Background: an optimization exercise with open tools, aiming at small area, a short achievable clock period and few clock cycles. Do not read the settings as production practice. The RTL was checked by simulation tests, not by an equivalence proof against the original design. Power figures rest on the tool's default switching activity, not on a simulated workload.

==> flow/design.v, too long to show whole: its modules and the start of the top module <==
// module alu: 63 lines
// module control_unit: 288 lines
// module register_file: 25 lines
// module forward_unit: 36 lines
// module hazard_unit: 49 lines
// module if_id: 30 lines
// module id_ex: 129 lines
// module ex_mem: 128 lines
// module mem_wb: 104 lines
// module datapath: 668 lines
// module caches: 23 lines
// module memory_control: 41 lines
// module pipeline: 44 lines
module pipeline (
  input  logic        CLK, nRST,
  output logic        halt,
  input  logic [1:0]  ramstate,
  input  logic [31:0] ramload,
  output logic [31:0] memaddr,
  output logic        memREN,
  output logic        memWEN,
  output logic [31:0] memstore
);
  // ...
==> flow/run.sh <==
#!/bin/bash
# synth_recipe.tcl (not shown) runs the flow's synth.tcl, then flattens the netlist and writes it again
# the make line also repeats each setting of config.mk as NAME=value (left out here)
make -C /OpenROAD-flow-scripts/flow DESIGN_CONFIG=/design/flow/config.mk WORK_HOME=/design/flow/orfs CLKGATE_MAP_FILE= SYNTH_SCRIPT=/design/flow/synth_recipe.tcl finish
==> flow/config.mk <==
export PLATFORM = sky130hd
export DESIGN_NAME = pipeline
export DESIGN_NICKNAME = pipeline
export VERILOG_FILES = /design/flow/design.v
export SDC_FILE = /design/flow/constraint.sdc
export NUM_CORES = 4
export LEC_CHECK = 0
export CAP_MARGIN = 20
export CORE_MARGIN = 2
export CORE_UTILIZATION = 40
export PLACE_DENSITY = 0.6
export SLEW_MARGIN = 20
==> flow/constraint.sdc <==
create_clock -name core_clock -period 12.0 [get_ports {CLK}]
set_input_delay 2.4000 -clock core_clock [delete_from_list [all_inputs] [get_ports {CLK}]]
set_output_delay 2.4000 -clock core_clock [all_outputs]
set_load 0.01 [all_outputs]
==> key figures, run 1 <==
Status
  – Status: finished clean

Setup path
  – R2r startpoint: DP.MEMWB.mwif_wsel_out[0]
  – Reg2reg path depth: 10
  – Required time worst endpoint: 6.61 ns
  – CP max stage cell: nor2_1
  – Setup crit start: DP.MEMWB.mwif_wsel_out[0]
  – CP peak stage delay: 0.73 ns
  – Startpoint Class: flop
  – Crit path DAT: 5.14 ns
  – Number of cells on the critical path: 10
  – Reg-to-Reg End: DP.RF.val[52]
  – Setup crit end kind: flop
  – WP buf/inv: 2

Route
  – Vias: 80300
  – Routed len/inst: 34.6 µm
  – WL met2: 170 mm
  – First-pass detailed-route iteration total: 10
  – Avg Vias per Cell: 6.93

Floorplanning
  – DIE HEIGHT: 472 µm
  – Die X: 472 µm

Placement
  – Input/output buffers: 101
  – Hpwl dp: 263 mm
  – Routability congestion estimate: 1.04

Power
  – Seq pwr share: 32.5%
  – Power Internal: 11.0 mW

Finish
  – N_diodes: 19
  – Non-clock buffer count: 417
  – Synth-to-Final Area Change: 12.3%
  – Highest-count cells in the layout ignoring fill and taps: 1488 x nand2_1, 1024 x dfrtn_1, 843 x a22o_1, 626 x o21ai_0, 477 x dfrtp_1
  – Storage cell area: 38700 µm²

STA
  – Setup Viol. Count Final: 0

Synth
  – Synth Area in XOR/XNOR: 1.04%
  – Post-synth ARST share: 97.9%
  – Simple-Gate Fraction of Synth Area: 11.3%

Clock network
  – Post-CTS sizing: 0
  – Clock Path Buffers: 3
Testbench counts, summed over its fixed seeds: cycles 122,512.
==> module pipeline, before the edit <==
module pipeline (
  input  logic        CLK, nRST,
  output logic        halt,
  input  logic [1:0]  ramstate,
  input  logic [31:0] ramload,
  output logic [31:0] memaddr,
  output logic        memREN,
  output logic        memWEN,
  output logic [31:0] memstore
);
parameter PC0 = 0;
  logic        dcif_halt, dcif_ihit, dcif_imemREN, dcif_dhit, dcif_datomic;
  logic        dcif_dmemREN, dcif_dmemWEN, dcif_flushed;
  logic [31:0] dcif_imemload, dcif_imemaddr, dcif_dmemload, dcif_dmemstore, dcif_dmemaddr;
  logic        cif0_iwait, cif0_dwait, cif0_iREN, cif0_dREN, cif0_dWEN;
  logic [31:0] cif0_iload, cif0_dload, cif0_dstore, cif0_iaddr, cif0_daddr;
  datapath #(.PC_INIT(PC0)) DP (
    .CLK(CLK), .nRST(nRST),
    .dpif_ihit(dcif_ihit), .dpif_imemload(dcif_imemload),
    .dpif_dhit(dcif_dhit), .dpif_dmemload(dcif_dmemload),
    .dpif_halt(dcif_halt), .dpif_imemREN(dcif_imemREN), .dpif_imemaddr(dcif_imemaddr),
    .dpif_dmemREN(dcif_dmemREN), .dpif_dmemWEN(dcif_dmemWEN), .dpif_datomic(dcif_datomic),
    .dpif_dmemstore(dcif_dmemstore), .dpif_dmemaddr(dcif_dmemaddr)
  );
  caches CM (
    .CLK(CLK), .nRST(nRST),
    .dcif_halt(dcif_halt), .dcif_imemREN(dcif_imemREN), .dcif_dmemREN(dcif_dmemREN),
    .dcif_dmemWEN(dcif_dmemWEN), .dcif_dmemstore(dcif_dmemstore), .dcif_dmemaddr(dcif_dmemaddr),
    .dcif_imemaddr(dcif_imemaddr), .dcif_ihit(dcif_ihit), .dcif_dhit(dcif_dhit),
    .dcif_flushed(dcif_flushed), .dcif_imemload(dcif_imemload), .dcif_dmemload(dcif_dmemload),
    .cif_iwait(cif0_iwait), .cif_dwait(cif0_dwait), .cif_iload(cif0_iload), .cif_dload(cif0_dload),
    .cif_iREN(cif0_iREN), .cif_dREN(cif0_dREN), .cif_dWEN(cif0_dWEN),
    .cif_dstore(cif0_dstore), .cif_iaddr(cif0_iaddr), .cif_daddr(cif0_daddr)
  );
  memory_control CC (
    .CLK(CLK), .nRST(nRST),
    .ccif_iREN(cif0_iREN), .ccif_dREN(cif0_dREN), .ccif_dWEN(cif0_dWEN),
    .ccif_dstore(cif0_dstore), .ccif_iaddr(cif0_iaddr), .ccif_daddr(cif0_daddr),
    .ccif_iwait(cif0_iwait), .ccif_dwait(cif0_dwait), .ccif_iload(cif0_iload), .ccif_dload(cif0_dload),
    .ccif_ramload(ramload), .ccif_ramstate(ramstate),
    .ccif_ramREN(memREN), .ccif_ramWEN(memWEN), .ccif_ramaddr(memaddr), .ccif_ramstore(memstore)
  );
  assign halt = dcif_flushed;
endmodule
==> run 2: changes to the inputs <==
==> flow/design.v (replaced) <==
module pipeline (
  input  logic        CLK, nRST,
  output logic        halt,
  input  logic [1:0]  ramstate,
  input  logic [31:0] ramload,
  output logic [31:0] memaddr,
  output logic        memREN,
  output logic        memWEN,
  output logic [31:0] memstore
);
  logic [31:2] npc;        
  logic [31:0] ir;
  logic        dv;         
  logic        dph;        
  logic        dm;         
  logic        dwr;        
  logic [15:2] daddr;
  logic [31:0] a, b;
  logic        ev;         
  logic [3:0]  eop;
  logic [4:0]  ewsel;
  logic        halt_r;
  logic [31:0] rf [1:31];
  logic [31:1] rvalid;
  logic [5:0]  op, fn;
  logic [4:0]  rs, rt, rd;
  logic [15:0] imm;
  assign op  = ir[31:26];
  assign fn  = ir[5:0];
  assign rs  = ir[25:21];
  assign rt  = ir[20:16];
  assign rd  = ir[15:11];
  assign imm = ir[15:0];
  localparam logic [3:0] A_ADD = 4'd0, A_SUB = 4'd1, A_SLT = 4'd2, A_SLTU = 4'd3,
                         A_AND = 4'd4, A_OR = 4'd5, A_XOR = 4'd6, A_NOR = 4'd7,
                         A_SLL = 4'd8, A_SRL = 4'd9, A_PASSB = 4'd10;
  logic is_r, is_jr, is_j, is_jal, is_beq, is_bne, is_br, is_immop, is_lui,
        is_lw, is_sw, is_halt, r_alu;
  logic [3:0] r_op;
  always_comb begin
    is_r     = (op == 6'b000000);
    is_jr    = is_r && (fn == 6'b001000);
    is_j     = (op == 6'b000010);
    is_jal   = (op == 6'b000011);
    is_beq   = (op == 6'b000100);
    is_bne   = (op == 6'b000101);
    is_br    = is_beq || is_bne;
    is_immop = (op[5:3] == 3'b001) && (op[2:0] != 3'b111);
    is_lui   = (op == 6'b001111);
    is_lw    = (op == 6'b100011);
    is_sw    = (op == 6'b101011);
    is_halt  = (op == 6'b111111);
    r_alu    = 1'b1;
    case (fn)
      6'b100000, 6'b100001: r_op = A_ADD;
      6'b100010, 6'b100011: r_op = A_SUB;
      6'b100100:            r_op = A_AND;
      6'b100101:            r_op = A_OR;
      6'b100110:            r_op = A_XOR;
      6'b100111:            r_op = A_NOR;
      6'b101010:            r_op = A_SLT;
      6'b101011:            r_op = A_SLTU;
      6'b000100:            r_op = A_SLL;
      6'b000110:            r_op = A_SRL;
      default: begin        r_op = A_ADD; r_alu = 1'b0; end
    endcase
    r_alu = r_alu && is_r;
  end
  logic [3:0] i_op;
  always_comb
    case (op[2:0])
      3'b010:  i_op = A_SLT;
      3'b011:  i_op = A_SLTU;
      3'b100:  i_op = A_AND;
      3'b101:  i_op = A_OR;
      3'b110:  i_op = A_XOR;
      default: i_op = A_ADD;
    endcase
  logic        sext;
  logic [31:0] immx;
  assign sext = ~op[2] & ~(op[1] & op[0]);
  assign immx = {{16{sext & imm[15]}}, imm};
  logic two;
  assign two = r_alu || is_br || is_sw;
  logic rd_now;
  assign rd_now = dph ? 1'b1 : (is_r || is_br || is_immop || is_lw || is_sw);
  logic [4:0]  raddr;
  logic [31:0] rdata;
  assign raddr = dph ? rt : rs;
  logic [31:0] rfa [0:31];
  logic [31:0] rva;
  always_comb begin
    rfa[0] = '0;
    for (int i = 1; i < 32; i++) rfa[i] = rf[i];
  end
  assign rva   = {rvalid, 1'b0};
  assign rdata = rva[raddr] ? rfa[raddr] : 32'd0;
  logic stall_rd;
  assign stall_rd = rd_now && ev && (ewsel != 5'd0) && (ewsel == raddr);
  logic dstep;     
  assign dstep = dv && !dm && !halt_r && !stall_rd;
  logic last;      
  assign last = dph || !two;
  logic taken;
  assign taken = is_br && ((a == rdata) ^ is_bne);
  logic redirect;
  assign redirect = dstep && ((!dph && (is_j || is_jal || is_jr)) || (dph && taken));
  logic [31:2] target;
  always_comb begin
    if (dph)           target = npc + {{14{imm[15]}}, imm};
    else if (is_jr)    target = rdata[31:2];
    else               target = {npc[31:28], ir[25:0]};
  end
  logic fetch_en, acc, fdone, daccept;
  assign fetch_en = !halt_r && !(dv && is_halt);
  assign acc      = ramstate[1];                  
  assign fdone    = acc && !dm && fetch_en;
  assign daccept  = !dv || (dstep && last);
  assign memaddr  = {16'h0, dm ? daddr : npc[15:2], 2'b00};
  assign memREN   = dm ? !dwr : fetch_en;
  assign memWEN   = dm && dwr;
  assign memstore = b;
  assign halt     = halt_r;
  logic        sub;
  logic [31:0] bx, res;
  logic [32:0] sum;
  logic        slt, sltu;
  logic        left;
  logic [31:0] shin, shr, sh;
  assign sub  = (eop == A_SUB) || (eop == A_SLT) || (eop == A_SLTU);
  assign bx   = sub ? ~b : b;
  assign sum  = {1'b0, a} + {1'b0, bx} + {32'd0, sub};
  assign sltu = ~sum[32];
  assign slt  = (a[31] ^ b[31]) ? a[31] : sum[31];
  assign left = (eop == A_SLL);
  always_comb
    for (int i = 0; i < 32; i++) shin[i] = left ? b[31-i] : b[i];
  assign shr = shin >> a[4:0];
  always_comb
    for (int i = 0; i < 32; i++) sh[i] = left ? shr[31-i] : shr[i];
  always_comb
    case (eop)
      A_ADD, A_SUB: res = sum[31:0];
      A_SLT:        res = {31'd0, slt};
      A_SLTU:       res = {31'd0, sltu};
      A_AND:        res = a & b;
      A_OR:         res = a | b;
      A_XOR:        res = a ^ b;
      A_NOR:        res = ~(a | b);
      A_SLL, A_SRL: res = sh;
      default:      res = b;
    endcase
  always_ff @(posedge CLK)
    for (int i = 1; i < 32; i++)
      if (ev && ewsel == 5'(i)) rf[i] <= res;
  always_ff @(posedge CLK, negedge nRST)
    if (!nRST) rvalid <= '0;
    else
      for (int i = 1; i < 32; i++)
        if (ev && ewsel == 5'(i)) rvalid[i] <= 1'b1;
  always_ff @(posedge CLK, negedge nRST) begin
    if (!nRST) begin
      npc    <= '0;
      dv     <= 1'b0;
      dph    <= 1'b0;
      dm     <= 1'b0;
      ev     <= 1'b0;
      halt_r <= 1'b0;
    end else begin
      if (redirect)
        npc <= target;
      else if (fdone && daccept)
        npc <= npc + 30'd1;
      if (daccept)
        dv <= fdone && !redirect;
      if (dstep)
        dph <= two && !dph;
      if (dm) begin
        if (acc) dm <= 1'b0;
      end else if (dstep && ((is_lw && !dph) || (is_sw && dph)))
        dm <= 1'b1;
      ev <= (dm && !dwr && acc) ||
            (dstep && last && ((r_alu && dph) || (!dph && (is_immop || is_lui || is_jal))));
      if (dstep && is_halt)
        halt_r <= 1'b1;
    end
  end
  always_ff @(posedge CLK) begin
    if (fdone && daccept)
      ir <= ramload;
    if (dstep && !dph) begin
      daddr <= rdata[15:2] + imm[15:2];
      dwr   <= is_sw;
    end
    if (dstep && !dph)
      a <= rdata;
    if (dm && !dwr)
      b <= ramload;
    else if (dstep) begin
      if (dph)          b <= rdata;
      else if (is_lui)  b <= {imm, 16'h0};
      else if (is_jal)  b <= {npc, 2'b00};
      else              b <= immx;
    end
    if (dstep && last) begin
      if (dph)          begin eop <= r_op;    ewsel <= rd;     end
      else if (is_jal)  begin eop <= A_PASSB; ewsel <= 5'd31;  end
      else if (is_lui)  begin eop <= A_PASSB; ewsel <= rt;     end
      else if (is_lw)   begin eop <= A_PASSB; ewsel <= rt;     end
      else              begin eop <= i_op;    ewsel <= rt;     end
    end
  end
endmodule
==> run 2 against run 1 <==
Still clean. Clock-buffer cell count decreased by 86. Power increased by 12%. Sequential power increased by 15%. Routed wire length decreased by 40%. Clock skew decreased by 0.025 ns. Global-route usage decreased by 3.1 points. Flip-flop and latch count decreased by 363. Die area decreased by 35%. Largest power group unchanged.
==> key figures, run 2 <==
Synth
  – Yosys reg bits: 1178 (was 1541)
  – Post-synth EDFFs: 1112 (was 32)
  – Syn Area/Cell: 12.6 µm² (was 9.85 µm²)
  – Post-synthesis sequential area ratio: 61.6% (was 44.2%)
  – Post-synth ARST share: 5.60% (was 97.9%)
  – Synth top area cells: edfxtp_1 59%, a22oi_1 3.4%, a21oi_1 3.2%, ha_1 3.0%, dfrtp_1 2.9% (was dfrtn_1 29%, dfrtp_1 14%, a22o_1 8.4%, mux4_2 6.7%, nand2_1 6.5%)
  – Netlist cell types: 105 (was 102)
  – Post-synth top cells: 1112 x edfxtp_1, 367 x a21oi_1, 260 x nand2_1, 260 x nor2_1, 254 x a22oi_1 (was 1505 x nand2_1, 1024 x dfrtn_1, 843 x a22o_1)
  – Yosys warns: 3 (was 11)
  – Synth area leader: edfxtp_1 (was dfrtn_1)
  – Synthesized area: 56900 µm² (was 87600 µm²)
  – Count leader, synth: edfxtp_1 (was nand2_1)
  – Mapped Cells: 4526 (was 8892)
  – Top_reg_cell synth: edfxtp_1 (was dfrtn_1)
  – Top-area cell type share of the netlist area: 58.7% (was 29.3%)

Placement
  – Hpwl dp: 147 mm (was 263 mm)
  – Input/output buffers: 83 (was 101)
  – Routability congestion estimate: 0.938 (was 1.04)
  – Post-DP Area: 61000 µm² (was 92000 µm²)
  – Pre-CTS setup slack: 4.22 ns (was 1.76 ns)

Clock network
  – # Post-CTS Setup Buffers: 0 (unchanged)
  – Cts bufs inserted: 118 (was 173)
  – Clock Sink Count: 1178 (was 1541)
  – CTS HTree Levels: 3 (was 4)
  – Post-CTS sizing: 0 (unchanged)
  – CTS tree: built (unchanged)
  – Clock Latency Late Sink: 0.79 ns (was 0.86 ns)
  – Clk slew on worst S/H paths: 0.06 ns (about the same)
  – Root Driver: clkbuf_16 (unchanged)
  – Clock Path Buffers: 3 (unchanged)
  – Cts hold-fix bufs: 0 (unchanged)

Setup path
  – Crit path DAT: 8.64 ns (was 5.14 ns)
  – Setup CP Type: flop to flop (unchanged)
  – Startpoint Class: flop (unchanged)
  – Critical path fanouts, max: 78 (was 18)
  – WP buf/inv: 3 (was 2)
  – Crit path top cell by count: a21oi_1 (was ha_1)
  – CP peak stage delay: 0.91 ns (was 0.73 ns)
  – Setup crit end kind: flop (unchanged)
  – CP max stage cell: o22a_1 (was nor2_1)
  – Crit-path cells: buf_4 > and3_2 > buf_4 > o22a_1 > buf_4 > a22oi_1 > and4_1 > nand4_1 > and2_1 > ha_1 > a21oi_1 > o21bai_1 > a21oi_1 > o21bai_1 > a21oi_1 > nor2b_1 > o21a_1 > o21ai_0 > nand2b_1 > a21oi_1 > o21ai_0 > xnor2_1 (was inv_1 > ha_1 > nor3b_1 > ha_1 > nor2b_1 > nand2_1 > nor2_1 > nand3_2 > buf_4 > a22o_1)
  – Delay-heaviest family, CP: compound AO/OA/AOI/OAI gates (was simple AND/OR/NAND/NOR gates)
  – Required time worst endpoint: 12.49 ns (was 6.61 ns)

Finish
  – Most common cell after layout, fill and taps aside: edfxtp_1 (was nand2_1)
  – Number of flip-flops under the largest register name: 992 (was 1024)
  – Filler cells: 12600 (was 20300)
  – Area occupied by multi-input gates: 20600 µm² (was 45200 µm²)
  – Synth-to-Final Area Change: 14.5% (was 12.3%)
  – Share of layout cells above drive strength 1: 13.5% (was 13.9%)
  – Largest Register: rf (was DP.RF.val)
  – Nets: 4818 (was 8753)
  – Storage cell area: 35000 µm² (was 38700 µm²)
  – Finished Cell Area: 65200 µm² (was 98400 µm²)
  – Highest-count cells in the layout ignoring fill and taps: 1112 x edfxtp_1, 343 x a21oi_1, 254 x nand2_1, 246 x a22oi_1, 225 x nor2_1 (was 1488 x nand2_1, 1024 x dfrtn_1, 843 x a22o_1, 626 x o21ai_0, 477 x dfrtp_1)
  – Fin util: 46.1% (was 45.3%)

Floorplanning
  – Core Region: 141000 µm² (was 217000 µm²)
  – DIE HEIGHT: 381 µm (was 472 µm)
  – Num rows: 138 (was 171)
  – I/O Pins: 103 (unchanged)
  – Initial Utilization: 40.2% (was 40.3%)
  – Die area: 145000 µm² (was 223000 µm²)
  – Die X: 381 µm (was 472 µm)

Route
  – Drt drc: 0 (unchanged)
  – ANT nets after route: 0 (unchanged)
  – Metal3 WL: 31.5 mm (was 47.3 mm)
  – DR iter-0 viols: 7309 (was 11900)
  – Avg Vias per Cell: 6.77 (was 6.93)
  – Routed len/inst: 36.2 µm (was 34.6 µm)
  – DR top layer: met5 (unchanged)
  – First-pass detailed-route iteration total: 6 (was 10)
  – Wl on met1: 89.3 mm (was 153 mm)
  – Vias: 44900 (was 80300)
  – WL final: 241 mm (was 401 mm)
  – WL met2: 102 mm (was 170 mm)

Global routing
  – Total grt overflow: 0 (unchanged)
  – Initial antenna violation count: 12 (was 22)
  – Global-route usage over all layers: 32.1% (was 35.2%)
  – Vias in the first global route: 41200 (was 77300)
  – Maximum number of pins on one net before global-route repair: 91 (was 238)
  – First-pass GRT wire length: 329 mm (was 574 mm)

STA
  – Setup Viol. Count Final: 0 (unchanged)
  – Max Freq: 123 MHz
  – Minimum clock period: 8.15 ns
  – Unrepaired setup endpoints after global routing: false (unchanged)
  – Post-route worst setup slack: 3.85 ns (was 1.47 ns)
  – Max Slew Vio Count: 0 (unchanged)
  – Period Utilization, post-route: 67.9%
  – Measured slew at the worst slew-check pin: 1.36 ns (was 1.34 ns)
  – Setup TNS: 0 ns (unchanged)
  – Slew headroom: 8.78% (was 10.8%)
  – Final hold violations: 0 (unchanged)
  – Final hold slack: 0.460 ns (was 0.339 ns)
  – Clk_skew: 0.0902 ns (was 0.115 ns)

Power
  – Pleak: 22.2 nW (was 41.9 nW)
  – Pwr Density: 322 nW/µm² (was 191 nW/µm²)
  – Worst vdd rail ir drop: 0.000192 V (was 0.000151 V)

Status
  – Status: finished clean (unchanged)

Flow run
  – Maxcap violations: 0 (unchanged)

Min path
  – Hold Path Class: flop to flop (unchanged)
## run 2: cell types whose count changed after synthesis, sizes merged, moves of 239 or more
cell    change
a221oi    -239
a22o      -793
a22oi     +239
clkbuf    -552
dfrtn    -1024
dfrtp     -419
edfxtp   +1080
mux4      -254
nand2    -1244
o21ai     -448
## run 2: per-layer routing
| metal | up-vias | track usage [%] |
|---|---|---|
| li1 | 18100 | - |
| met1 | 22500 | 42.4 |
| met2 | 3562 | 47.2 |
| met3 | 769 | 8.70 |
| met4 | 12 | 19.4 |
| met5 | - | 0 |
## run 2: path summary, 6_finish.rpt
| kind | to | cells past startpoint | start | slack, ns |
|---|---|---|---|---|
| max in group asynchronous | dph | 2 | nRST | 9.08 |
| worst max register to register | daddr[15] | 22 | dph | 3.85 |
| worst min register to register | rvalid[16] | 1 | rvalid[16] | 0.46 |
| worst max-delay path | daddr[15] | 22 | dph | 3.85 |
| worst min-delay path | rvalid[16] | 1 | rvalid[16] | 0.46 |
| min in group asynchronous | npc[24] | 1 | nRST | 1.61 |
## run 2: layout make-up
type,instances,share of cell area (%)
sequential,1178,53.8
multi-input combinational,2922,31.7
clock buffer,156,4.98
timing repair buffer,307,3.85
tap,1890,3.63
clock inverter,65,1.40
inverter,114,0.657
antenna,8,0.0307
## run 2: cell families (layout without fill, tap and decap cells)
| group | count (synthesis) | in the layout | synth area share, % |
|---|---|---|---|
| AO/OA/AOI/OAI | 1479 | 1479 | 18.0 |
| XOR/XNOR | 158 | 158 | 2.43 |
| adder cells (fa/ha/maj) | 141 | 141 | 3.14 |
| buffers and inverters | 443 | 642 | 3.30 |
| flip-flops | 1178 | 1178 | 61.6 |
| multiplexers | 126 | 126 | 2.43 |
| other | 1 | 26 | 0.00659 |
| AND/OR/NAND/NOR | 1000 | 1000 | 9.10 |
## run 2: where the power goes
part           internal [mW]  switching [mW]
Clock                   2.30            1.67
Sequential              6.42           0.566
Combinational           2.90            7.09
Total                   11.6            9.33
## run 2: through the flow
stage,cells,total power [mW]
2_1_floorplan,4543,12.3
3_3_place_gp,6409,16.5
3_5_place_dp,6411,16.6
4_1_cts,6632,20.6
5_1_grt,6633,21.6
6_report,6640,21.0
Testbench counts of run 2, summed over its fixed seeds: cycles 110,112.
==> run 3: changes to the inputs <==
==> flow/design.v (replaced) <==
module pipeline (
  input  logic        CLK, nRST,
  output logic        halt,
  input  logic [1:0]  ramstate,
  input  logic [31:0] ramload,
  output logic [31:0] memaddr,
  output logic        memREN,
  output logic        memWEN,
  output logic [31:0] memstore
);
  logic [31:2] npc;        
  logic [31:0] ir;
  logic        dv;         
  logic        dph;        
  logic [4:0]  raddr;      
  logic [31:1] rse;        
  logic [15:2] daddr;      
  logic        dm;         
  logic [4:0]  lrt;        
  logic        halt_r;
  logic        ev;
  logic [4:0]  ewsel;
  logic [31:0] a, b;       
  logic [4:0]  sa;         
  logic        e_sub, e_left;
  logic        e_sum, e_slt, e_sltu, e_and, e_or, e_xor, e_nor, e_sh, e_b;
  logic [31:0] rf [1:31];
  logic [31:1] rvalid;
  logic [5:0]  op, fn;
  logic [4:0]  rs, rt, rd;
  logic [15:0] imm;
  assign op  = ir[31:26];
  assign fn  = ir[5:0];
  assign rs  = ir[25:21];
  assign rt  = ir[20:16];
  assign rd  = ir[15:11];
  assign imm = ir[15:0];
  logic is_r, is_jr, is_jal, is_beq, is_bne, is_br, is_immop, is_lui,
        is_lw, is_sw, is_halt, r_alu;
  logic f_add, f_sub, f_and, f_or, f_xor, f_nor, f_slt, f_sltu, f_sll, f_srl;
  always_comb begin
    is_r     = (op == 6'b000000);
    is_jr    = is_r && (fn == 6'b001000);
    is_jal   = (op == 6'b000011);
    is_beq   = (op == 6'b000100);
    is_bne   = (op == 6'b000101);
    is_br    = is_beq || is_bne;
    is_immop = (op[5:3] == 3'b001);           
    is_lui   = (op == 6'b001111);
    is_lw    = (op == 6'b100011);
    is_sw    = (op == 6'b101011);
    is_halt  = (op == 6'b111111);
    if (is_r) begin
      f_add  = (fn[5:1] == 5'b10000);
      f_sub  = (fn[5:1] == 5'b10001);
      f_and  = (fn == 6'b100100);
      f_or   = (fn == 6'b100101);
      f_xor  = (fn == 6'b100110);
      f_nor  = (fn == 6'b100111);
      f_slt  = (fn == 6'b101010);
      f_sltu = (fn == 6'b101011);
      f_sll  = (fn == 6'b000100);
      f_srl  = (fn == 6'b000110);
    end else begin
      f_add  = is_immop && (op[2:1] == 2'b00);
      f_sub  = 1'b0;
      f_and  = is_immop && (op[2:0] == 3'b100);
      f_or   = is_immop && (op[2:0] == 3'b101);
      f_xor  = is_immop && (op[2:0] == 3'b110);
      f_nor  = 1'b0;
      f_slt  = is_immop && (op[2:0] == 3'b010);
      f_sltu = is_immop && (op[2:0] == 3'b011);
      f_sll  = 1'b0;
      f_srl  = 1'b0;
    end
    r_alu = is_r && (f_add || f_sub || f_and || f_or || f_xor || f_nor ||
                     f_slt || f_sltu || f_sll || f_srl);
  end
  logic        sext;
  logic [31:0] immy;
  assign sext = ~op[2] & ~(op[1] & op[0]);
  assign immy = is_lui ? {imm, 16'h0} : {{16{sext & imm[15]}}, imm};
  logic two;
  assign two = r_alu || (is_br && rt != 5'd0) || is_sw;
  logic [31:0] rdata;
  always_comb begin
    rdata = '0;
    for (int i = 1; i < 32; i++)
      rdata = rdata | ({32{rse[i]}} & rf[i]);
  end
  logic acc, st, fetch_en, fdone;
  logic rq_d, rq_w, rq_f;
  assign acc      = ramstate[1];                  
  assign st       = rq_w;                         
  assign fetch_en = rq_f;                         
  assign fdone    = acc && !rq_d && fetch_en;
  assign memaddr  = {16'h0, rq_d ? daddr : npc[15:2], 2'b00};
  assign memREN   = rq_d ? !rq_w : rq_f;
  assign memWEN   = rq_w;
  assign memstore = rdata;
  assign halt     = halt_r;
  logic rd_now, stall, dstep, last, leave, taken, redirect;
  assign rd_now = dph || is_r || is_br || is_immop || is_lw || is_sw;
  assign stall  = rd_now && ev && (ewsel == raddr);
  assign dstep  = dv && !dm && !halt_r && !stall;
  assign last   = dph || !two;
  assign leave  = dstep && last && !(st && !acc);
  assign taken  = is_br && (((dph ? b : 32'd0) == rdata) ^ is_bne);
  assign redirect = dstep && last && (is_jal || is_jr || taken);
  logic [31:2] target;
  always_comb begin
    if (is_br)      target = npc + {{14{imm[15]}}, imm};
    else if (is_jr) target = rdata[31:2];
    else            target = {npc[31:28], ir[25:0]};
  end
  logic daccept;
  assign daccept = !dv || leave;
  logic [31:2] npc1;
  logic        fj;
  assign npc1 = npc + 30'd1;
  assign fj   = (ramload[31:26] == 6'b000010);
  logic [4:0] fra;
  logic       f_rt;
  assign f_rt = (ramload[31:26] == 6'b000000 && ramload[5:0] != 6'b001000) ||
                (ramload[31:27] == 5'b00010 && ramload[20:16] != 5'd0);
  assign fra  = f_rt ? ramload[20:16] : ramload[25:21];
  logic [4:0] sra;
  assign sra = is_sw ? rt : rs;
  logic [4:0] raddr_n;
  logic       raddr_ld;
  always_comb begin
    raddr_ld = 1'b1;
    raddr_n  = fra;
    if (fdone && daccept) raddr_n = fra;
    else if (dstep && !dph && two) raddr_n = sra;
    else raddr_ld = 1'b0;
  end
  logic [31:0] brev;
  always_comb
    for (int i = 0; i < 32; i++) brev[i] = b[31-i];
  logic [32:0] sum;
  logic        slt, sltu;
  logic [31:0] shr, sh, res;
  assign sum  = {1'b0, a} + {1'b0, b} + {32'd0, e_sub};
  assign sltu = ~sum[32];
  assign slt  = (a[31] ^ b[31] ^ e_sub) ? a[31] : sum[31];
  assign shr  = b >> sa;
  always_comb
    for (int i = 0; i < 32; i++) sh[i] = e_left ? shr[31-i] : shr[i];
  assign res = ({32{e_sum}}  & sum[31:0]) |
               ({32{e_slt}}  & {31'd0, slt}) |
               ({32{e_sltu}} & {31'd0, sltu}) |
               ({32{e_and}}  & (a & b)) |
               ({32{e_or}}   & (a | b)) |
               ({32{e_xor}}  & (a ^ b)) |
               ({32{e_nor}}  & ~(a | b)) |
               ({32{e_sh}}   & sh) |
               ({32{e_b}}    & b);
  logic        wen;
  logic [4:0]  wsel;
  logic [31:0] wdata;
  assign wen   = dm ? acc : ev;
  assign wsel  = dm ? lrt : ewsel;
  assign wdata = dm ? ramload : res;
  always_ff @(posedge CLK)
    for (int i = 1; i < 32; i++)
      if (wen && wsel == 5'(i)) rf[i] <= wdata;
  logic [31:1] rvalid_n;
  always_comb
    for (int i = 1; i < 32; i++)
      rvalid_n[i] = rvalid[i] || (wen && wsel == 5'(i));
  always_ff @(posedge CLK, negedge nRST)
    if (!nRST) rvalid <= '0;
    else       rvalid <= rvalid_n;
  logic [4:0] raddr_nx;
  assign raddr_nx = raddr_ld ? raddr_n : raddr;
  always_ff @(posedge CLK) begin
    raddr <= raddr_nx;
    for (int i = 1; i < 32; i++) rse[i] <= (raddr_nx == 5'(i)) && rvalid_n[i];
  end
  logic dm_nx, st_nx, halt_nx, dv_nx, halt_ir_nx;
  assign dm_nx      = dm ? !acc : (dstep && !dph && is_lw);
  assign st_nx      = (dstep && !dph && is_sw) || (st && !acc);
  assign halt_nx    = halt_r || (dstep && is_halt);
  assign dv_nx      = daccept ? (fdone && !redirect && !fj) : dv;
  assign halt_ir_nx = (fdone && daccept) ? (ramload[31:26] == 6'b111111) : is_halt;
  logic e_go;    
  assign e_go = dstep && ((dph && r_alu) || (!dph && (is_immop || is_jal)));
  always_ff @(posedge CLK, negedge nRST) begin
    if (!nRST) begin
      npc    <= '0;
      dv     <= 1'b0;
      dph    <= 1'b0;
      dm     <= 1'b0;
      ev     <= 1'b0;
      halt_r <= 1'b0;
      rq_d   <= 1'b0;
      rq_w   <= 1'b0;
      rq_f   <= 1'b1;
    end else begin
      if (redirect)
        npc <= target;
      else if (fdone && daccept)
        npc <= fj ? {npc1[31:28], ramload[25:0]} : npc1;
      if (daccept)
        dv <= fdone && !redirect && !fj;
      if (leave)
        dph <= 1'b0;
      else if (dstep && !dph && two)
        dph <= 1'b1;
      if (dm) begin
        if (acc) dm <= 1'b0;
      end else if (dstep && !dph && is_lw)
        dm <= 1'b1;
      ev <= e_go;
      rq_d <= dm_nx || st_nx;
      rq_w <= st_nx;
      rq_f <= !halt_nx && !(dv_nx && halt_ir_nx);
      if (dstep && is_halt)
        halt_r <= 1'b1;
    end
  end
  always_ff @(posedge CLK) begin
    if (fdone && daccept)
      ir <= ramload;
    if (dstep && !dph) begin
      daddr <= rdata[15:2] + imm[15:2];
      lrt   <= rt;
    end
    if (dstep) begin
      a  <= rdata;
      sa <= rdata[4:0];
      if (dph)
        b <= {32{f_sub | f_slt | f_sltu}} ^ (f_sll ? brev : b);
      else if (two)
        b <= rdata;                        
      else if (is_jal)
        b <= {npc, 2'b00};
      else
        b <= {32{f_slt | f_sltu}} ^ immy;
    end
    if (e_go) begin
      ewsel  <= dph ? rd : (is_jal ? 5'd31 : rt);
      e_sub  <= f_sub | f_slt | f_sltu;
      e_left <= f_sll;
      e_sum  <= f_add | f_sub;
      e_slt  <= f_slt;
      e_sltu <= f_sltu;
      e_and  <= f_and;
      e_or   <= f_or;
      e_xor  <= f_xor;
      e_nor  <= f_nor;
      e_sh   <= f_sll | f_srl;
      e_b    <= is_jal || is_lui;
    end
  end
endmodule
--- a/flow/config.mk
+++ b/flow/config.mk
@@ -5,8 +5,9 @@
 export SDC_FILE = /design/flow/constraint.sdc
 export NUM_CORES = 4
 export LEC_CHECK = 0
-export CAP_MARGIN = 20
+export CAP_MARGIN = 50
 export CORE_MARGIN = 2
 export CORE_UTILIZATION = 40
 export PLACE_DENSITY = 0.6
-export SLEW_MARGIN = 20
+export SETUP_SLACK_MARGIN = 5
+export SLEW_MARGIN = 70
==> run 3 against run 2 <==
Still clean. Power down 18%. Clock-buffer cell count grew 11. Die area is 2.7% lower. Cell count shrank 4.3%. Utilization rose by 2.0 points. Non-clock buffer count increased by 54. Hold slack got worse by 0.0098 ns. Synthesized area down 2.8%. Sequential power is 9.6% lower. Combinational power shrank 31%. Global-route usage shrank 2.0 points. Register-to-register slack better by 3.1 ns. Critical endpoint is now memstore[19]. Largest power group unchanged.
==> key figures, run 3 <==
Status
  – Status: finished clean (unchanged)

Min path
  – Hold path startpoint: rvalid[20] (was rvalid[16])
  – Hold Path Class: flop to flop (unchanged)

Synth
  – Mux share of post-synthesis cell area: 2.43% (about the same)
  – Top-area cell type share of the netlist area: 61.0% (was 58.7%)
  – Yosys reg bits: 1228 (was 1178)
  – Post-synth ARST share: 5.62% (was 5.60%)
  – Synth Area in XOR/XNOR: 1.87% (was 2.43%)
  – Post-synth top cells: 1123 x edfxtp_1, 358 x a22oi_1, 282 x nand2_1 (was 1112 x edfxtp_1, 367 x a21oi_1, 260 x nand2_1, 260 x nor2_1, 254 x a22oi_1)
  – Simple-Gate Fraction of Synth Area: 8.82% (was 9.10%)
  – Synth area leader: edfxtp_1 (unchanged)
  – Main combinational cell family by area after synthesis: compound AO/OA/AOI/OAI gates (unchanged)
  – Synth Area in Compound Gates: 15.9% (was 18.0%)
  – Synthesized area: 55300 µm² (was 56900 µm²)
  – Post-synthesis sequential area ratio: 65.4% (was 61.6%)
  – Adder-Cell Fraction of Synth Area: 2.57% (was 3.14%)
  – Synth top area cells: edfxtp_1 61%, a22oi_1 4.9%, dfrtp_1 3.1%, ha_1 2.4%, a21oi_1 2.3% (was edfxtp_1 59%, a22oi_1 3.4%, a21oi_1 3.2%, ha_1 3.0%, dfrtp_1 2.9%)
  – Yosys warns: 2 (was 3)
  – Count leader, synth: edfxtp_1 (unchanged)
  – Netlist cell types: 91 (was 105)
  – Post-synth EDFFs: 1123 (was 1112)
  – Mapped Cells: 4218 (was 4526)
  – Syn Area/Cell: 13.1 µm² (was 12.6 µm²)
  – Top_reg_cell synth: edfxtp_1 (unchanged)

Finish
  – Number of flip-flops under the largest register name: 992 (unchanged)
  – Highest-count cells in the layout ignoring fill and taps: 1123 x edfxtp_1, 358 x a22oi_1, 271 x nand2_1, 235 x a21oi_1, 193 x nor2_1 (was 1112 x edfxtp_1, 343 x a21oi_1, 254 x nand2_1, 246 x a22oi_1, 225 x nor2_1)
  – Largest Register: rf (unchanged)
  – Storage cell area: 36200 µm² (was 35000 µm²)
  – Area occupied by multi-input gates: 18500 µm² (was 20600 µm²)
  – Most common cell after layout, fill and taps aside: edfxtp_1 (unchanged)
  – Fin util: 48.1% (was 46.1%)
  – Share of layout cells above drive strength 1: 16.6% (was 13.5%)
  – Filler cells: 11800 (was 12600)
  – Nets: 4600 (was 4818)
  – Synth-to-Final Area Change: 19.4% (was 14.5%)

Floorplanning
  – Num rows: 136 (was 138)
  – Die area: 141000 µm² (was 145000 µm²)
  – Initial Utilization: 40.3% (was 40.2%)
  – Die X: 376 µm (was 381 µm)
  – DIE HEIGHT: 376 µm (was 381 µm)
  – Core Region: 137000 µm² (was 141000 µm²)
  – I/O Pins: 103 (unchanged)

STA
  – Clk_skew: 0.0466 ns (was 0.0902 ns)
  – Minimum clock period: 6.19 ns (was 8.15 ns)
  – Post-route worst setup slack: 5.81 ns (was 3.85 ns)
  – Setup Viol. Count Final: 0 (unchanged)
  – Period Utilization, post-route: 51.6% (was 67.9%)
  – Slew headroom: 64.0% (was 8.78%)
  – Max Slew Vio Count: 0 (unchanged)
  – Final hold violations: 0 (unchanged)
  – Max Freq: 161 MHz (was 123 MHz)
  – Setup TNS: 0 ns (unchanged)
  – Measured slew at the worst slew-check pin: 0.533 ns (was 1.36 ns)
  – Unrepaired setup endpoints after global routing: false (unchanged)

Setup path
  – Setup crit end kind: output port (was flop)
  – R2r startpoint: b[0] (was dph)
  – Setup crit start: rse[11] (was dph)
  – Crit path DAT: 3.79 ns (was 8.64 ns)
  – Critical path fanouts, max: 16 (was 78)
  – Required time worst endpoint: 9.60 ns (was 12.49 ns)
  – Startpoint Class: flop (unchanged)
  – Setup CP Type: flop to output port (was flop to flop)

Placement
  – Input/output buffers: 83 (unchanged)
  – Routability congestion estimate: 0.990 (was 0.938)
  – Hpwl dp: 140 mm (was 147 mm)
  – Pre-CTS setup slack: 6.38 ns (was 4.22 ns)

Clock network
  – Cts hold-fix bufs: 0 (unchanged)
  – Cts bufs inserted: 131 (was 118)
  – # Post-CTS Setup Buffers: 0 (unchanged)
  – Clock Latency Late Sink: 0.79 ns (about the same)
  – Clk slew on worst S/H paths: 0.06 ns (about the same)
  – Post-CTS sizing: 0 (unchanged)
  – Clock Path Buffers: 3 (unchanged)
  – CTS tree: built (unchanged)
  – Root Driver: clkbuf_16 (unchanged)
  – Clock Sink Count: 1228 (was 1178)
  – CTS HTree Levels: 4 (was 3)

Route
  – DR iter-0 viols: 6666 (was 7309)
  – WL final: 218 mm (was 241 mm)
  – Routed len/inst: 34.2 µm (was 36.2 µm)
  – Drt drc: 0 (unchanged)
  – Vias: 41900 (was 44900)
  – Avg Vias per Cell: 6.59 (was 6.77)
  – First-pass detailed-route iteration total: 6 (unchanged)
  – ANT nets after route: 0 (unchanged)

Global routing
  – Total grt overflow: 0 (unchanged)
  – Initial antenna violation count: 9 (was 12)
  – Global-route usage over all layers: 30.1% (was 32.1%)
  – Met1 global-route usage: 40.2% (was 42.4%)
  – Vias in the first global route: 38600 (was 41200)
  – Maximum number of pins on one net before global-route repair: 61 (was 91)
  – Met3 GRT Util: 6.09% (was 8.70%)
  – First-pass GRT wire length: 300 mm (was 329 mm)
  – Met2 usage: 47.2% (about the same)
  – GRT Max-Usage Layer: met2 (unchanged)

Power
  – Pwr Density: 262 nW/µm² (was 322 nW/µm²)
  – Power, Total: 17.3 mW (was 21.0 mW)
  – Pleak: 22.5 nW (was 22.2 nW)
  – Worst vdd rail ir drop: 0.000148 V (was 0.000192 V)

Flow run
  – Maxcap violations: 0 (unchanged)
## run 3: cell types whose count changed in the layout (fill, tap and decap cells not counted), moves of 32 or more
cell	previous run	this run
nand3_1	70	106
a22oi_1	246	358
buf_8	0	54
o221ai_1	91	5
a21oi_1	343	235
buf_4	224	97
buf_2	1	34
nor3b_1	2	36
o21ai_0	219	136
nor2_1	225	193
a221oi_1	39	83
buf_12	0	51
nand4_1	45	80
## run 3: cells by family (layout without fill, tap and decap cells)
family	after synthesis	after routing
muxes	111	111
and+or+nand+nor	987	987
AOI/OAI and AO/OA	1254	1254
xor gates and xnor gates	118	118
buffers and inverters	408	731
other	1	21
adders and majority gates	111	111
DFF	1228	1228
## run 3: final timing paths
kind                                 to  slack (ns)  depth (start not counted)
hold / removal               rvalid[20]        0.45                          1
setup reg to reg              rf[7][28]        6.97                         17
setup / recovery           memstore[19]        5.81                          6
min in group asynchronous        npc[5]        1.51                          1
max in group asynchronous            dm        9.76                          3
hold reg to reg              rvalid[20]        0.45                          1
## run 3: per-layer routing
layer	up-vias	part of all wire [%]
met4	2	5.5
met3	529	12
li1	17100	-
met1	21200	37
met2	3059	45
met5	-	0.0032
## run 3: per-stage QoR
stage / hold slack (ns) / instances / area (µm²)
after floorplan: 0.422 / 4235 / 55400
after global placement: 0.433 / 5983 / 58800
after detailed placement: 0.434 / 6104 / 61500
after CTS: 0.448 / 6342 / 65800
after global routing: 0.452 / 6352 / 66100
final: 0.450 / 6355 / 66100
## run 3: report_power, final
| part | internal [mW] | switching [mW] | leakage (nW) |
|---|---|---|---|
| combinational | 2.31 | 4.59 | 9.29 |
| clock | 2.28 | 1.77 | 2.09 |
| sequential | 5.93 | 0.395 | 11.1 |
## run 3: worst max-delay path, stage by stage (launching register included)
cell and delay (ns):
dfxtp_2 0.42, buf_6 0.23, buf_12 0.19, a222oi_1 0.38
nand3_1 0.11, or4_2 0.95, clkdlybuf4s50_1 0.68
## run 3: layout make-up
| class | instances | share of cell area (%) |
|---|---|---|
| Sequential cell | 1228 | 54.9 |
| Multi-Input combinational cell | 2599 | 28.0 |
| Timing Repair Buffer | 361 | 6.44 |
| Clock buffer | 167 | 5.31 |
| Tap cell | 1794 | 3.40 |
| Clock inverter | 71 | 1.20 |
| Inverter | 132 | 0.756 |
| Antenna cell | 3 | 0.0114 |
Testbench counts of run 3, summed over its fixed seeds: cycles 106,576.
==> run 4: changes to the inputs <==
--- a/flow/design.v
+++ b/flow/design.v
@@ -97,14 +97,14 @@
   assign memaddr  = {16'h0, rq_d ? daddr : npc[15:2], 2'b00};
   assign memREN   = rq_d ? !rq_w : rq_f;
   assign memWEN   = rq_w;
-  assign memstore = rdata;
+  assign memstore = b;
   assign halt     = halt_r;
   logic rd_now, stall, dstep, last, leave, taken, redirect;
   assign rd_now = dph || is_r || is_br || is_immop || is_lw || is_sw;
   assign stall  = rd_now && ev && (ewsel == raddr);
   assign dstep  = dv && !dm && !halt_r && !stall;
   assign last   = dph || !two;
-  assign leave  = dstep && last && !(st && !acc);
+  assign leave  = dstep && last && !(is_sw && !(st && acc));
   assign taken  = is_br && (((dph ? b : 32'd0) == rdata) ^ is_bne);
   assign redirect = dstep && last && (is_jal || is_jr || taken);
   logic [31:2] target;
@@ -180,7 +180,7 @@
   end
   logic dm_nx, st_nx, halt_nx, dv_nx, halt_ir_nx;
   assign dm_nx      = dm ? !acc : (dstep && !dph && is_lw);
-  assign st_nx      = (dstep && !dph && is_sw) || (st && !acc);
+  assign st_nx      = (dstep && dph && is_sw && !st) || (st && !acc);
   assign halt_nx    = halt_r || (dstep && is_halt);
   assign dv_nx      = daccept ? (fdone && !redirect && !fj) : dv;
   assign halt_ir_nx = (fdone && daccept) ? (ramload[31:26] == 6'b111111) : is_halt;
@@ -230,7 +230,9 @@
     if (dstep) begin
       a  <= rdata;
       sa <= rdata[4:0];
-      if (dph)
+      if (dph && is_sw) begin
+        if (!st) b <= rdata;               
+      end else if (dph)
         b <= {32{f_sub | f_slt | f_sltu}} ^ (f_sll ? brev : b);
       else if (two)
         b <= rdata;                        
--- a/flow/config.mk
+++ b/flow/config.mk
@@ -7,7 +7,7 @@
 export LEC_CHECK = 0
 export CAP_MARGIN = 50
 export CORE_MARGIN = 2
-export CORE_UTILIZATION = 40
-export PLACE_DENSITY = 0.6
+export CORE_UTILIZATION = 55
+export PLACE_DENSITY = 0.7
 export SETUP_SLACK_MARGIN = 5
 export SLEW_MARGIN = 70
==> run 4 against run 3 <==
Largest cell class unchanged. Register-to-register slack worse by 0.38 ns. Highest routed layer unchanged. Worst setup slack improved by 0.78 ns. First-iteration DRC count rose by 4.6%. Die area is 27% lower. Largest power group unchanged. Routed wire length shrank 4.9%. Via count up 0.37%. Combinational power increased by 5.9%. Non-clock buffer count decreased by 5.
==> key figures, run 4 <==
Status
  – Status: finished clean (unchanged)

Synth
  – Post-synth top cells: 1123 x edfxtp_1, 359 x a22oi_1, 256 x a21oi_1 (was 1123 x edfxtp_1, 358 x a22oi_1, 282 x nand2_1)
  – Count leader, synth: edfxtp_1 (unchanged)
  – Top_reg_cell synth: edfxtp_1 (unchanged)
  – Synth top area cells: edfxtp_1 61%, a22oi_1 4.9%, dfrtp_1 3.1%, ha_1 2.4%, a21oi_1 2.3% (unchanged)
  – Synthesized area: 55500 µm² (was 55300 µm²)
  – Mapped Cells: 4250 (was 4218)
  – Post-synth ARST share: 5.62% (unchanged)
  – Yosys reg bits: 1228 (unchanged)
  – Yosys warns: 2 (unchanged)
  – Post-synth EDFFs: 1123 (unchanged)
  – Synth area leader: edfxtp_1 (unchanged)
  – Netlist cell types: 84 (was 91)
  – Syn Area/Cell: 13.1 µm² (about the same)
  – Top-area cell type share of the netlist area: 60.7% (was 61.0%)
  – Post-synthesis sequential area ratio: 65.1% (was 65.4%)

Setup path
  – Startpoint Class: flop (unchanged)
  – Setup CP Type: flop to flop (was flop to output port)
  – Setup crit end kind: flop (was output port)
  – Crit path DAT: 5.87 ns (was 3.79 ns)
  – Delay-heaviest family, CP: compound AO/OA/AOI/OAI gates (was buffers and inverters)
  – CP peak stage delay: 0.95 ns (about the same)
  – Crit-path cells: buf_4 > buf_4 > a222oi_1 > nand3_1 > or4_2 > ha_1 > a21o_1 > a21oi_1 > o21ai_0 > a21oi_1 > o21ai_0 > a21oi_1 > nand2b_1 > a21boi_0 > or4_1 > a31o_2 > a21oi_1 > xnor2_1 (was buf_6 > buf_12 > a222oi_1 > nand3_1 > or4_2 > clkdlybuf4s50_1)
  – WP buf/inv: 2 (was 3)
  – Critical path fanouts, max: 19 (was 16)
  – CP max stage cell: or4_2 (unchanged)
  – Required time worst endpoint: 12.45 ns (was 9.60 ns)
  – Crit path top cell by count: a21oi_1
  – Reg-to-reg setup timing slack: 6.59 ns (was 6.97 ns)

Placement
  – Hpwl dp: 130 mm (was 140 mm)
  – Input/output buffers: 83 (unchanged)
  – Routability congestion estimate: 0.997 (was 0.990)

Clock network
  – Clk slew on worst S/H paths: 0.06 ns (about the same)
  – Cts hold-fix bufs: 0 (unchanged)
  – Clock Latency Late Sink: 0.75 ns (was 0.79 ns)
  – Root Driver: clkbuf_16 (unchanged)
  – Clock Sink Count: 1228 (unchanged)
  – Post-CTS sizing: 0 (unchanged)
  – CTS HTree Levels: 3 (was 4)
  – CTS tree: built (unchanged)
  – Clock Path Buffers: 3 (unchanged)
  – # Post-CTS Setup Buffers: 0 (unchanged)
  – Cts bufs inserted: 119 (was 131)

Floorplanning
  – Die area: 104000 µm² (was 141000 µm²)
  – Initial Utilization: 55.5% (was 40.3%)
  – Core Region: 100000 µm² (was 137000 µm²)
  – I/O Pins: 103 (unchanged)
  – Num rows: 116 (was 136)
  – DIE HEIGHT: 322 µm (was 376 µm)
  – Die X: 322 µm (was 376 µm)

STA
  – Slew headroom: 66.4% (was 64.0%)
  – Unrepaired setup endpoints after global routing: false (unchanged)
  – Setup TNS: 0 ns (unchanged)
  – Final hold slack: 0.448 ns (was 0.450 ns)
  – Final hold violations: 0 (unchanged)
  – Clk_skew: 0.0702 ns (was 0.0466 ns)
  – Max Slew Vio Count: 0 (unchanged)
  – Minimum clock period: 5.41 ns (was 6.19 ns)
  – Measured slew at the worst slew-check pin: 0.501 ns (was 0.533 ns)
  – Setup Viol. Count Final: 0 (unchanged)
  – Period Utilization, post-route: 45.1% (was 51.6%)
  – Max Freq: 185 MHz (was 161 MHz)

Route
  – Vias: 42000 (was 41900)
  – Avg Vias per Cell: 7.19 (was 6.59)
  – First-pass detailed-route iteration total: 7 (was 6)
  – ANT nets after route: 0 (unchanged)
  – WL final: 207 mm (was 218 mm)
  – DR iter-0 viols: 6971 (was 6666)
  – Drt drc: 0 (unchanged)
  – Routed len/inst: 35.4 µm (was 34.2 µm)

Power
  – Pleak: 22.2 nW (was 22.5 nW)
  – Worst vdd rail ir drop: 0.000195 V (was 0.000148 V)
  – Pwr Density: 273 nW/µm² (was 262 nW/µm²)

Global routing
  – Total grt overflow: 0 (unchanged)
  – Global-route usage over all layers: 39.6% (was 30.1%)
  – Maximum number of pins on one net before global-route repair: 65 (was 61)
  – Initial antenna violation count: 4 (was 9)
  – First-pass GRT wire length: 289 mm (was 300 mm)
  – Vias in the first global route: 39200 (was 38600)

Finish
  – Largest Register: rf (unchanged)
  – Highest-count cells in the layout ignoring fill and taps: 1123 x edfxtp_1, 359 x a22oi_1, 245 x nand2_1, 229 x a21oi_1, 210 x nor2_1 (was 1123 x edfxtp_1, 358 x a22oi_1, 271 x nand2_1, 235 x a21oi_1, 193 x nor2_1)
  – Share of layout cells above drive strength 1: 16.3% (was 16.6%)
  – Most common cell after layout, fill and taps aside: edfxtp_1 (unchanged)
  – Filler cells: 7216 (was 11800)
  – Nets: 4593 (was 4600)
  – Number of flip-flops under the largest register name: 992 (unchanged)
  – Synth-to-Final Area Change: 16.4% (was 19.4%)

Flow run
  – Maxcap violations: 0 (unchanged)

Min path
  – Hold Path Class: flop to flop (unchanged)
## run 4: changes by cell type after synthesis, moves of 18 or more
| cell | previous run | this run |
|---|---|---|
| xnor2_1 | 87 | 106 |
| o211ai_1 | 34 | 16 |
| a211oi_1 | 19 | 50 |
| nand2_1 | 282 | 252 |
| a221oi_1 | 88 | 110 |
| buf_2 | 21 | 42 |
## run 4: layout make-up
cell class	count	area [µm²]	area share, %
antenna	2	5.00	0.00774
multi-input combinational	2612	18700	28.9
inverter	129	485	0.751
clock inverter	81	960	1.48
clock buffer	144	3100	4.80
timing repair buffer	356	3500	5.41
sequential	1228	36300	56.1
tap	1298	1620	2.51
## run 4: per-stage QoR
stage / util (%) / setup WS (ns) / cell area [µm²] / instances / power, mW
global route: 64.5 / 6.31 / 64600 / 5848 / 18.3
CTS: 64.3 / 6.67 / 64400 / 5837 / 17.4
floorplan: - / 7.01 / 55600 / 4267 / 10.5
detailed placement: 60.3 / 6.41 / 60300 / 5612 / 13.5
global placement: 58.2 / 6.15 / 58300 / 5488 / 13.0
finish: 64.6 / 6.59 / 64600 / 5850 / 17.7
## run 4: worst paths after layout
path	from	end	cells after the start
worst max-delay path	rse[19]	daddr[15]	18
worst min-delay path	rvalid[18]	rvalid[18]	1
worst max register to register	rse[19]	daddr[15]	18
worst min register to register	rvalid[18]	rvalid[18]	1
max in group asynchronous	nRST	rvalid[15]	3
min in group asynchronous	nRST	npc[2]	1
## run 4: cells by family (layout without fill, tap and decap cells)
| kind of cell | after synthesis | count (layout) | synth area share, % |
|---|---|---|---|
| adder cells (fa/ha/maj) | 111 | 111 | 2.55 |
| flip-flops | 1228 | 1228 | 65.1 |
| multiplexers | 93 | 93 | 2.16 |
| AND/OR/NAND/NOR | 962 | 962 | 8.54 |
| AO/OA/AOI/OAI | 1295 | 1295 | 16.3 |
| XOR/XNOR | 133 | 133 | 2.10 |
| other | 1 | 20 | 0.00675 |
| buffers and inverters | 427 | 710 | 3.16 |
## run 4: layer usage
metal / track usage [%] / part of all wire, % / vias up
li1: - / - / 17100
met1: 51.8 / 35 / 20600
met2: 59.9 / 44 / 3565
met3: 9.57 / 14 / 785
met4: 24.5 / 7.7 / 4
met5: 0 / 0.013 / -
## run 4: power by group
part,switching [mW],total (mW),internal (mW),leakage [nW]
logic,4.86,7.32,2.46,9.08
clock network,1.66,3.90,2.24,1.97
registers,0.434,6.45,6.01,11.2
total,6.96,17.7,10.7,22.2
Testbench counts of run 4, summed over its fixed seeds: cycles 110,240.
==> run 5: changes to the inputs <==
--- a/flow/design.v
+++ b/flow/design.v
@@ -1,3 +1,30 @@
+module ksadd #(parameter int W = 32, parameter int L = 5) (   
+  input  logic [W-1:0] x, y,
+  input  logic         cin,
+  output logic [W-1:0] s,
+  output logic         cout
+);
+  logic [W-1:0] p;
+  logic [W-1:0] g [0:L];
+  logic [W-1:0] q [0:L];
+  assign p = x ^ y;
+  always_comb begin
+    g[0] = x & y;
+    g[0][0] = g[0][0] | (p[0] & cin);
+    q[0] = p;
+    for (int k = 0; k < L; k++)
+      for (int i = 0; i < W; i++)
+        if (i >= (1 << k)) begin
+          g[k+1][i] = g[k][i] | (q[k][i] & g[k][i - (1 << k)]);
+          q[k+1][i] = q[k][i] & q[k][i - (1 << k)];
+        end else begin
+          g[k+1][i] = g[k][i];
+          q[k+1][i] = q[k][i];
+        end
+  end
+  assign s    = p ^ {g[L][W-2:0], cin};
+  assign cout = g[L][W-1];
+endmodule
 module pipeline (
   input  logic        CLK, nRST,
   output logic        halt,
@@ -104,7 +131,7 @@
   assign stall  = rd_now && ev && (ewsel == raddr);
   assign dstep  = dv && !dm && !halt_r && !stall;
   assign last   = dph || !two;
-  assign leave  = dstep && last && !(is_sw && !(st && acc));
+  assign leave  = dstep && last;
   assign taken  = is_br && (((dph ? b : 32'd0) == rdata) ^ is_bne);
   assign redirect = dstep && last && (is_jal || is_jr || taken);
   logic [31:2] target;
@@ -113,6 +140,9 @@
     else if (is_jr) target = rdata[31:2];
     else            target = {npc[31:28], ir[25:0]};
   end
+  logic [15:2] dsum;
+  logic        dsum_co;
+  ksadd #(.W(14), .L(4)) u_dadd (.x(rdata[15:2]), .y(imm[15:2]), .cin(1'b0), .s(dsum), .cout(dsum_co));
   logic daccept;
   assign daccept = !dv || leave;
   logic [31:2] npc1;
@@ -141,7 +171,7 @@
   logic [32:0] sum;
   logic        slt, sltu;
   logic [31:0] shr, sh, res;
-  assign sum  = {1'b0, a} + {1'b0, b} + {32'd0, e_sub};
+  ksadd #(.W(32), .L(5)) u_add (.x(a), .y(b), .cin(e_sub), .s(sum[31:0]), .cout(sum[32]));
   assign sltu = ~sum[32];
   assign slt  = (a[31] ^ b[31] ^ e_sub) ? a[31] : sum[31];
   assign shr  = b >> sa;
@@ -159,7 +189,7 @@
   logic        wen;
   logic [4:0]  wsel;
   logic [31:0] wdata;
-  assign wen   = dm ? acc : ev;
+  assign wen   = dm ? (acc && !st) : ev;
   assign wsel  = dm ? lrt : ewsel;
   assign wdata = dm ? ramload : res;
   always_ff @(posedge CLK)
@@ -174,13 +204,22 @@
     else       rvalid <= rvalid_n;
   logic [4:0] raddr_nx;
   assign raddr_nx = raddr_ld ? raddr_n : raddr;
+  logic [31:1] rsel_nx;
+  always_comb
+    for (int i = 1; i < 32; i++)
+      if (fdone && daccept)
+        rsel_nx[i] = f_rt ? (ramload[20:16] == 5'(i)) : (ramload[25:21] == 5'(i));
+      else if (dstep && !dph && two)
+        rsel_nx[i] = (sra == 5'(i));
+      else
+        rsel_nx[i] = (raddr == 5'(i));
   always_ff @(posedge CLK) begin
     raddr <= raddr_nx;
-    for (int i = 1; i < 32; i++) rse[i] <= (raddr_nx == 5'(i)) && rvalid_n[i];
+    for (int i = 1; i < 32; i++) rse[i] <= rsel_nx[i] && rvalid_n[i];
   end
   logic dm_nx, st_nx, halt_nx, dv_nx, halt_ir_nx;
-  assign dm_nx      = dm ? !acc : (dstep && !dph && is_lw);
-  assign st_nx      = (dstep && dph && is_sw && !st) || (st && !acc);
+  assign dm_nx      = dm ? !acc : (dstep && ((!dph && is_lw) || (dph && is_sw)));
+  assign st_nx      = dm ? (st && !acc) : (dstep && dph && is_sw);
   assign halt_nx    = halt_r || (dstep && is_halt);
   assign dv_nx      = daccept ? (fdone && !redirect && !fj) : dv;
   assign halt_ir_nx = (fdone && daccept) ? (ramload[31:26] == 6'b111111) : is_halt;
@@ -208,10 +247,7 @@
         dph <= 1'b0;
       else if (dstep && !dph && two)
         dph <= 1'b1;
-      if (dm) begin
-        if (acc) dm <= 1'b0;
-      end else if (dstep && !dph && is_lw)
-        dm <= 1'b1;
+      dm <= dm_nx;
       ev <= e_go;
       rq_d <= dm_nx || st_nx;
       rq_w <= st_nx;
@@ -224,15 +260,15 @@
     if (fdone && daccept)
       ir <= ramload;
     if (dstep && !dph) begin
-      daddr <= rdata[15:2] + imm[15:2];
+      daddr <= dsum;
       lrt   <= rt;
     end
     if (dstep) begin
       a  <= rdata;
       sa <= rdata[4:0];
-      if (dph && is_sw) begin
-        if (!st) b <= rdata;               
-      end else if (dph)
+      if (dph && is_sw)
+        b <= rdata;                        
+      else if (dph)
         b <= {32{f_sub | f_slt | f_sltu}} ^ (f_sll ? brev : b);
       else if (two)
         b <= rdata;                        
--- a/flow/config.mk
+++ b/flow/config.mk
@@ -8,6 +8,8 @@
 export CAP_MARGIN = 50
 export CORE_MARGIN = 2
 export CORE_UTILIZATION = 55
+export CTS_CLUSTER_DIAMETER = 80
+export CTS_CLUSTER_SIZE = 20
 export PLACE_DENSITY = 0.7
 export SETUP_SLACK_MARGIN = 5
 export SLEW_MARGIN = 70
==> run 5 against run 4 <==
Still clean. Via count down 1.2%. Maximum frequency up 1.3%. Synthesized area about the same. Sequential power down 3%. Critical path depth down 2. Largest cell class unchanged.
==> key figures, run 5 <==
Synth
  – Syn Area/Cell: 13.1 µm² (about the same)
  – Mux share of post-synthesis cell area: 2.54% (was 2.16%)
  – Post-synth EDFFs: 1128 (was 1123)
  – Synthesized area: 55500 µm² (about the same)
  – Simple-Gate Fraction of Synth Area: 8.33% (was 8.54%)
  – Post-synth top cells: 1128 x edfxtp_1, 354 x a22oi_1, 258 x nand2_1 (was 1123 x edfxtp_1, 359 x a22oi_1, 256 x a21oi_1)
  – Top-area cell type share of the netlist area: 61.0% (was 60.7%)
  – Synth Area in Compound Gates: 16.2% (was 16.3%)
  – Synth area leader: edfxtp_1 (unchanged)
  – Netlist cell types: 84 (unchanged)
  – Synth Area in XOR/XNOR: 2.07% (was 2.10%)
  – Yosys warns: 8 (was 2)
  – Main combinational cell family by area after synthesis: compound AO/OA/AOI/OAI gates (unchanged)
  – Top_reg_cell synth: edfxtp_1 (unchanged)
  – Synth top area cells: edfxtp_1 61%, a22oi_1 4.8%, dfrtp_1 3.1%, ha_1 2.4%, a21oi_1 2.3% (was edfxtp_1 61%, a22oi_1 4.9%, dfrtp_1 3.1%, ha_1 2.4%, a21oi_1 2.3%)
  – Mapped Cells: 4240 (was 4250)
  – Adder-Cell Fraction of Synth Area: 2.56% (was 2.55%)
  – Count leader, synth: edfxtp_1 (unchanged)
  – Post-synth ARST share: 5.62% (unchanged)
  – Yosys reg bits: 1228 (unchanged)
  – Post-synthesis sequential area ratio: 65.3% (was 65.1%)

STA
  – Minimum clock period: 5.34 ns (was 5.41 ns)
  – Unrepaired setup endpoints after global routing: false (unchanged)
  – Period Utilization, post-route: 44.5% (was 45.1%)
  – Setup Viol. Count Final: 0 (unchanged)
  – Max Slew Vio Count: 0 (unchanged)
  – Post-route worst setup slack: 6.66 ns (was 6.59 ns)
  – Setup TNS: 0 ns (unchanged)
  – Max Freq: 187 MHz (was 185 MHz)
  – Clk_skew: 0.0303 ns (was 0.0702 ns)
  – Final hold violations: 0 (unchanged)

Global routing
  – Initial antenna violation count: 5 (was 4)
  – Global-route usage over all layers: 39.0% (was 39.6%)
  – Maximum number of pins on one net before global-route repair: 66 (was 65)
  – First-pass GRT wire length: 284 mm (was 289 mm)
  – Total grt overflow: 0 (unchanged)
  – Vias in the first global route: 38400 (was 39200)

Power
  – Worst vdd rail ir drop: 0.000160 V (was 0.000195 V)
  – Pleak: 21.5 nW (was 22.2 nW)
  – Power, Total: 15.4 mW (was 17.7 mW)
  – Pwr Density: 243 nW/µm² (was 273 nW/µm²)

Clock network
  – CTS tree: built (unchanged)
  – Post-CTS sizing: 0 (unchanged)
  – Clock Sink Count: 1228 (unchanged)
  – CTS HTree Levels: 3 (unchanged)
  – Root Driver: clkbuf_16 (unchanged)
  – Clk slew on worst S/H paths: 0.08 ns (was 0.06 ns)
  – Clock Latency Late Sink: 0.69 ns (was 0.75 ns)
  – Cts hold-fix bufs: 0 (unchanged)
  – Cts bufs inserted: 76 (was 119)
  – Clock Path Buffers: 3 (unchanged)
  – # Post-CTS Setup Buffers: 0 (unchanged)

Floorplanning
  – DIE HEIGHT: 322 µm (about the same)
  – Core Region: 100000 µm² (about the same)
  – Die area: 103000 µm² (was 104000 µm²)
  – Initial Utilization: 55.5% (about the same)
  – Num rows: 116 (unchanged)
  – Die X: 322 µm (about the same)
  – I/O Pins: 103 (unchanged)

Setup path
  – Startpoint Class: flop (unchanged)
  – Setup crit end kind: flop (unchanged)
  – Critical path fanouts, max: 48 (was 19)
  – Crit path DAT: 5.90 ns (was 5.87 ns)
  – Required time worst endpoint: 12.56 ns (was 12.45 ns)
  – Setup CP Type: flop to flop (unchanged)
  – Reg-to-reg setup timing slack: 6.66 ns (was 6.59 ns)
  – R2r startpoint: rse[3] (was rse[19])
  – Setup crit start: rse[3] (was rse[19])

Finish
  – Synth-to-Final Area Change: 13.8% (was 16.4%)
  – Most common cell after layout, fill and taps aside: edfxtp_1 (unchanged)
  – Highest-count cells in the layout ignoring fill and taps: 1128 x edfxtp_1, 354 x a22oi_1, 248 x nand2_1, 231 x a21oi_1, 199 x nor2_1 (was 1123 x edfxtp_1, 359 x a22oi_1, 245 x nand2_1, 229 x a21oi_1, 210 x nor2_1)
  – Nets: 4540 (was 4593)
  – Number of flip-flops under the largest register name: 992 (unchanged)
  – Non-Filler Instances: 5721 (was 5850)
  – Largest Register: rf (unchanged)
  – Share of layout cells above drive strength 1: 14.5% (was 16.3%)

Route
  – Drt drc: 0 (unchanged)
  – Routed len/inst: 35.9 µm (was 35.4 µm)
  – First-pass detailed-route iteration total: 6 (was 7)
  – Vias: 41600 (was 42000)
  – ANT nets after route: 0 (unchanged)
  – DR iter-0 viols: 6878 (was 6971)
  – WL final: 205 mm (was 207 mm)
  – Avg Vias per Cell: 7.26 (was 7.19)

Placement
  – Routability congestion estimate: 0.994 (was 0.997)
  – Placed cells: 5604 (was 5612)
  – Hpwl dp: 131 mm (was 130 mm)
  – Pre-CTS setup slack: 6.25 ns (was 6.41 ns)
  – Input/output buffers: 83 (unchanged)

Min path
  – Hold Path Class: flop to flop (unchanged)
  – Hold path startpoint: rvalid[15] (was rvalid[18])

Flow run
  – Maxcap violations: 0 (unchanged)

Status
  – Status: finished clean (unchanged)
-- run 5: cell count changes in the layout (fill, tap and decap cells not counted), moves of 14 or more --
cell	previous run	this run
clkbuf_16	120	78
mux2i_1	60	84
clkinv_1	25	2
clkinv_2	23	2
o21a_1	30	11
o21ai_0	130	149
bufinv_16	18	0
nand2b_1	28	10
xnor2_1	106	88
buf_4	135	118
buf_6	40	24
xor2_1	27	43
a311oi_1	1	15
-- run 5: cell type report --
| type | instances | area (µm²) |
|---|---|---|
| fillers | 7388 | 36900 |
| multi-input cells | 2607 | 18700 |
| inverters | 129 | 488 |
| clock inverters | 16 | 239 |
| repair buffers | 351 | 3770 |
| clock buffers | 89 | 1990 |
| diodes | 3 | 7.51 |
| well taps | 1298 | 1620 |
| flip-flops and latches | 1228 | 36300 |
-- run 5: kinds of logic after synthesis --
family | after synthesis
buffers and inverters | 422
AOI/OAI and AO/OA | 1281
muxes | 121
DFF | 1228
and+or+nand+nor | 945
other | 1
adders and majority gates | 111
xor gates and xnor gates | 131
-- run 5: worst paths after layout --
check	end	cells past startpoint
worst max-delay path	npc[31]	16
worst min-delay path	rvalid[15]	1
worst max register to register	npc[31]	16
worst min register to register	rvalid[15]	1
max in group asynchronous	rvalid[1]	3
min in group asynchronous	npc[10]	1
-- run 5: report_power, final --
part / switching, mW / internal [mW] / total [mW]
logic: 4.26 / 2.18 / 6.44
registers: 0.370 / 5.89 / 6.26
clock network: 1.44 / 1.21 / 2.65
-- run 5: through the flow --
stage,hold slack [ns],utilization (%),cell area [µm²]
floorplan,0.422,-,55600
global route,0.466,63.1,63100
CTS,0.454,62.9,62900
global placement,0.431,58.3,58300
detailed placement,0.433,60.6,60600
finish,0.455,63.1,63100
-- run 5: metal layers --
metal	wire length, µm	track usage, %
met1	69700	49.4
met3	27600	9.61
met5	12	0
met4	16700	26.1
met2	91400	59.7
-- run 5: worst max-delay path: stages, from the launching register on --
cell       delay (ns)
dfxtp_2          0.47
buf_4            0.32
buf_4            0.26
a22o_1           0.24
a221oi_2         0.20
nand3_1          0.11
or4_1            0.54
buf_4            0.26
or4_1            0.70
o31a_1           0.22
a2111oi_4        0.42
nand4_1          0.31
mux2i_2          0.26
nand2_2          0.10
buf_8            0.34
mux2i_1          0.14
a211o_1          0.28
Testbench counts of run 5, summed over its fixed seeds: cycles 104,983.

==> static timing again, ports no longer ideal <==
The flow's constraints put no driver on any port. The routed layouts listed below were extracted and timed again, unchanged, in two steps. Step 1 assumes that a clkbuf_16 drives the clock port and a buf_2 every other input. Step 2 also shifts input and output timing later by t, the mid clock arrival at the registers, as if the neighbouring blocks saw the same clock. Slacks: ideal / step 1 / step 2; pairs: ideal / step 1.
run	t, ns	setup slack, ns	cell pins on the clock port's net
run 2	0.823	3.853 / 3.853 / 3.853	1
run 3	0.839	5.806 / 5.734 / 6.351	1
run 4	0.793	6.587 / 6.587 / 6.327	1
run 5	0.745	6.656 / 6.656 / 6.340	1
After both steps setup and hold are still met in every run listed. For run 5, which loses most, drivers alone change the setup slack by 0.000 ns; drivers and shift together by -0.316 ns.
